This design comes from an exercise in tuning for small area on the open sky130 flow, not from production work. The RTL was checked by simulation tests, not by an equivalence proof against the original design. Power and IR drop assume default switching activity. The flow treats the clock pin as an ideal source, which a real chip does not have.

==> inputs of job 2432 <==
==> flow/design.v <==
module trapezoidal_filter
(
	input SYS_CLK ,
	input RESET_N ,
	input signed [13:0] DATA_IN ,
	output signed [13:0] DATA_OUT ,
	output OVERFLOW
) ;
	localparam HD = 377;	 
	localparam SD = 27;	 
	reg [8:0] n;
	always @(negedge RESET_N or posedge SYS_CLK)
		if (!RESET_N) n <= 9'd0;
		else if (n != HD) n <= n + 9'd1;
	reg [13:0] H [0:HD-1];
	integer i;
	always @(posedge SYS_CLK) begin
		H[0] <= DATA_IN;
		for (i = 1; i < HD; i = i + 1) H[i] <= H[i-1];
	end
	wire signed [13:0] xa = (n >= 9'd5)   ? H[4]    : 14'sd0;
	wire signed [13:0] xb = (n == HD)     ? H[HD-1] : 14'sd0;
	wire signed [14:0] e = xa - xb;
	wire pa = ~xa[13];
	wire pb = ~xb[13];
	wire [5:0] rb = xb[5:0]*6'd23 - pb;
	wire signed [6:0] rbs = {1'b0, rb};
	reg signed [26:0] W;
	wire signed [32:0] W6 = {W, 6'd0};
	wire signed [32:0] Wsum = W6 + (e <<< 10) - (e <<< 5) - (e <<< 3) - e
				+ (pa ? 33'sd63 : 33'sd0) - (pb ? 33'sd63 : 33'sd0) + rbs;
	always @(negedge RESET_N or posedge SYS_CLK)
		if (!RESET_N) W <= 27'sd0;
		else W <= Wsum[32:6];
	wire signed [16:0] Wh = W[26:10];
	wire signed [16:0] s = Wh + e;
	reg [16:0] S [0:SD-1];
	always @(posedge SYS_CLK) begin
		S[0] <= s;
		for (i = 1; i < SD; i = i + 1) S[i] <= S[i-1];
	end
	wire signed [16:0] so = (n >= SD) ? S[SD-1] : 17'sd0;
	reg signed [21:0] M;
	always @(negedge RESET_N or posedge SYS_CLK)
		if (!RESET_N) M <= 22'sd0;
		else M <= M + s - so;
	wire [25:0] prod = {M[20:0], 8'd0} + {M[20:0], 4'd0} + M[20:0];
	assign DATA_OUT = M[21] ? 14'd0 : {1'b0, prod[25:13]};
	assign OVERFLOW = 1'b0;
endmodule
==> flow/flow/run.sh <==
#!/bin/bash
set -euo pipefail
export CTS_ARGS="-sink_clustering_enable -repair_clock_nets -buf_list sky130_fd_sc_hd__clkbuf_16 -root_buf sky130_fd_sc_hd__clkbuf_16 -sink_clustering_buffer sky130_fd_sc_hd__clkbuf_16 -dont_use_dummy_load -sink_clustering_size 35 -sink_clustering_max_diameter 70"
bash standard.sh > flow_make.log 2>&1
==> flow/standard.sh <==
#!/bin/bash
# synth_recipe.tcl (not shown) runs the flow's synth.tcl, then flattens the netlist and writes it again
# the make line also repeats each setting of config.mk as NAME=value (left out here)
make -C /OpenROAD-flow-scripts/flow DESIGN_CONFIG=/design/flow/config.mk WORK_HOME=/design/flow/orfs CLKGATE_MAP_FILE= SYNTH_SCRIPT=/design/flow/synth_recipe.tcl "${@:-finish}"
==> flow/config.mk <==
export PLATFORM = sky130hd
export DESIGN_NAME = trapezoidal_filter
export DESIGN_NICKNAME = trapezoidal_filter
export VERILOG_FILES = /design/flow/design.v
export SDC_FILE = /design/flow/constraint.sdc
export NUM_CORES = 4
export LEC_CHECK = 0
export CAP_MARGIN = 20
export CORE_MARGIN = 2
export CORE_UTILIZATION = 60
export SLEW_MARGIN = 20
==> flow/constraint.sdc <==
create_clock -name core_clock -period 10.0 [get_ports {SYS_CLK}]
set_input_delay 2.0000 -clock core_clock [delete_from_list [all_inputs] [get_ports {SYS_CLK}]]
set_output_delay 2.0000 -clock core_clock [all_outputs]
set_load 0.01 [all_outputs]
==> job 4796: changes against job 2432 <==
==> flow/design.v, changed modules only <==
module trapezoidal_filter
(
	input SYS_CLK ,
	input RESET_N ,
	input signed [13:0] DATA_IN ,
	output signed [13:0] DATA_OUT ,
	output OVERFLOW
) ;
	localparam HD = 377;	 
	localparam SD = 27;	 
	reg [8:0] n;
	always @(negedge RESET_N or posedge SYS_CLK)
		if (!RESET_N) n <= 9'd0;
		else if (n != HD) n <= n + 9'd1;
	reg [13:0] H [0:HD-1];
	integer i;
	always @(posedge SYS_CLK) begin
		H[0] <= DATA_IN;
		for (i = 1; i < HD; i = i + 1) H[i] <= H[i-1];
	end
	wire signed [13:0] xa = (n >= 9'd5)   ? H[4]    : 14'sd0;
	wire signed [13:0] xb = (n == HD)     ? H[HD-1] : 14'sd0;
	wire signed [24:0] pa = (xa <<< 10) - (xa <<< 5) - (xa <<< 3) - xa + (xa[13] ? 25'sd0 : 25'sd63);
	wire signed [24:0] pb = (xb <<< 10) - (xb <<< 5) - (xb <<< 3) - xb + (xb[13] ? 25'sd0 : 25'sd63);
	wire signed [17:0] ka = pa[23:6];
	wire signed [17:0] kb = pb[23:6];
	wire signed [14:0] e = xa - xb;
	reg signed [26:0] W;
	always @(negedge RESET_N or posedge SYS_CLK)
		if (!RESET_N) W <= 27'sd0;
		else W <= W + ka - kb;
	wire signed [16:0] Wh = W[26:10];
	wire signed [16:0] s = Wh + e;
	reg [16:0] S [0:SD-1];
	always @(posedge SYS_CLK) begin
		S[0] <= s;
		for (i = 1; i < SD; i = i + 1) S[i] <= S[i-1];
	end
	wire signed [16:0] so = (n >= SD) ? S[SD-1] : 17'sd0;
	reg signed [21:0] M;
	always @(negedge RESET_N or posedge SYS_CLK)
		if (!RESET_N) M <= 22'sd0;
		else M <= M + s - so;
	wire [25:0] prod = {M[20:0], 8'd0} + {M[20:0], 4'd0} + M[20:0];
	assign DATA_OUT = M[21] ? 14'd0 : {1'b0, prod[25:13]};
	assign OVERFLOW = 1'b0;
endmodule
==> flow/run.sh (new file) <==
#!/bin/bash
# synth_recipe.tcl (not shown) runs the flow's synth.tcl, then flattens the netlist and writes it again
# the make line also repeats each setting of config.mk as NAME=value (left out here)
make -C /OpenROAD-flow-scripts/flow DESIGN_CONFIG=/design/flow/config.mk WORK_HOME=/design/flow/orfs CLKGATE_MAP_FILE= SYNTH_SCRIPT=/design/flow/synth_recipe.tcl finish
Settings changed: CORE_UTILIZATION 60 to 50.
removed: flow/flow/run.sh
removed: flow/standard.sh
==> summary of the runs <==
Job 2432 finished clean. Job 4796 completed without violations. Power: job 2432 is smaller than job 4796 (about 20%). Between job 4796 and job 2432, the lower sequential share of layout area is in job 4796 (gap 8.7 points). Of job 4796 and job 2432, job 2432 has the higher core utilization (gap 5.5 points). In job 4796 the critical path depth is lower than in job 2432, by 2.

==> static timing again, ports no longer ideal <==
How much do the figures lean on ideal ports? The routed layouts below were timed once more, with nothing changed but the port constraints. Step 1 assumes that a clkbuf_16 drives the clock port and a buf_2 every other input. Step 2, shift: input delay + t, output delay - t, t = (earliest + latest rising clock arrival at the registers) / 2. This alone moves slack from input paths to output paths. Slacks: no drivers / after step 1 / after step 2; pairs: no drivers / after step 1.
run | t (ns) | setup WS [ns] | worst hold slack (ns) | worst setup path at the end | worst register clock-pin slew, ns
job 2432 | 0.869 | 1.730 / 1.730 / 1.730 | 0.258 / 0.258 / 0.258 | register to register | 0.12 / 0.12
job 4796 | 0.991 | 1.765 / 1.765 / 1.765 | 0.276 / 0.276 / 0.276 | register to register | 0.07 / 0.07
After both steps every run listed still meets setup and hold.
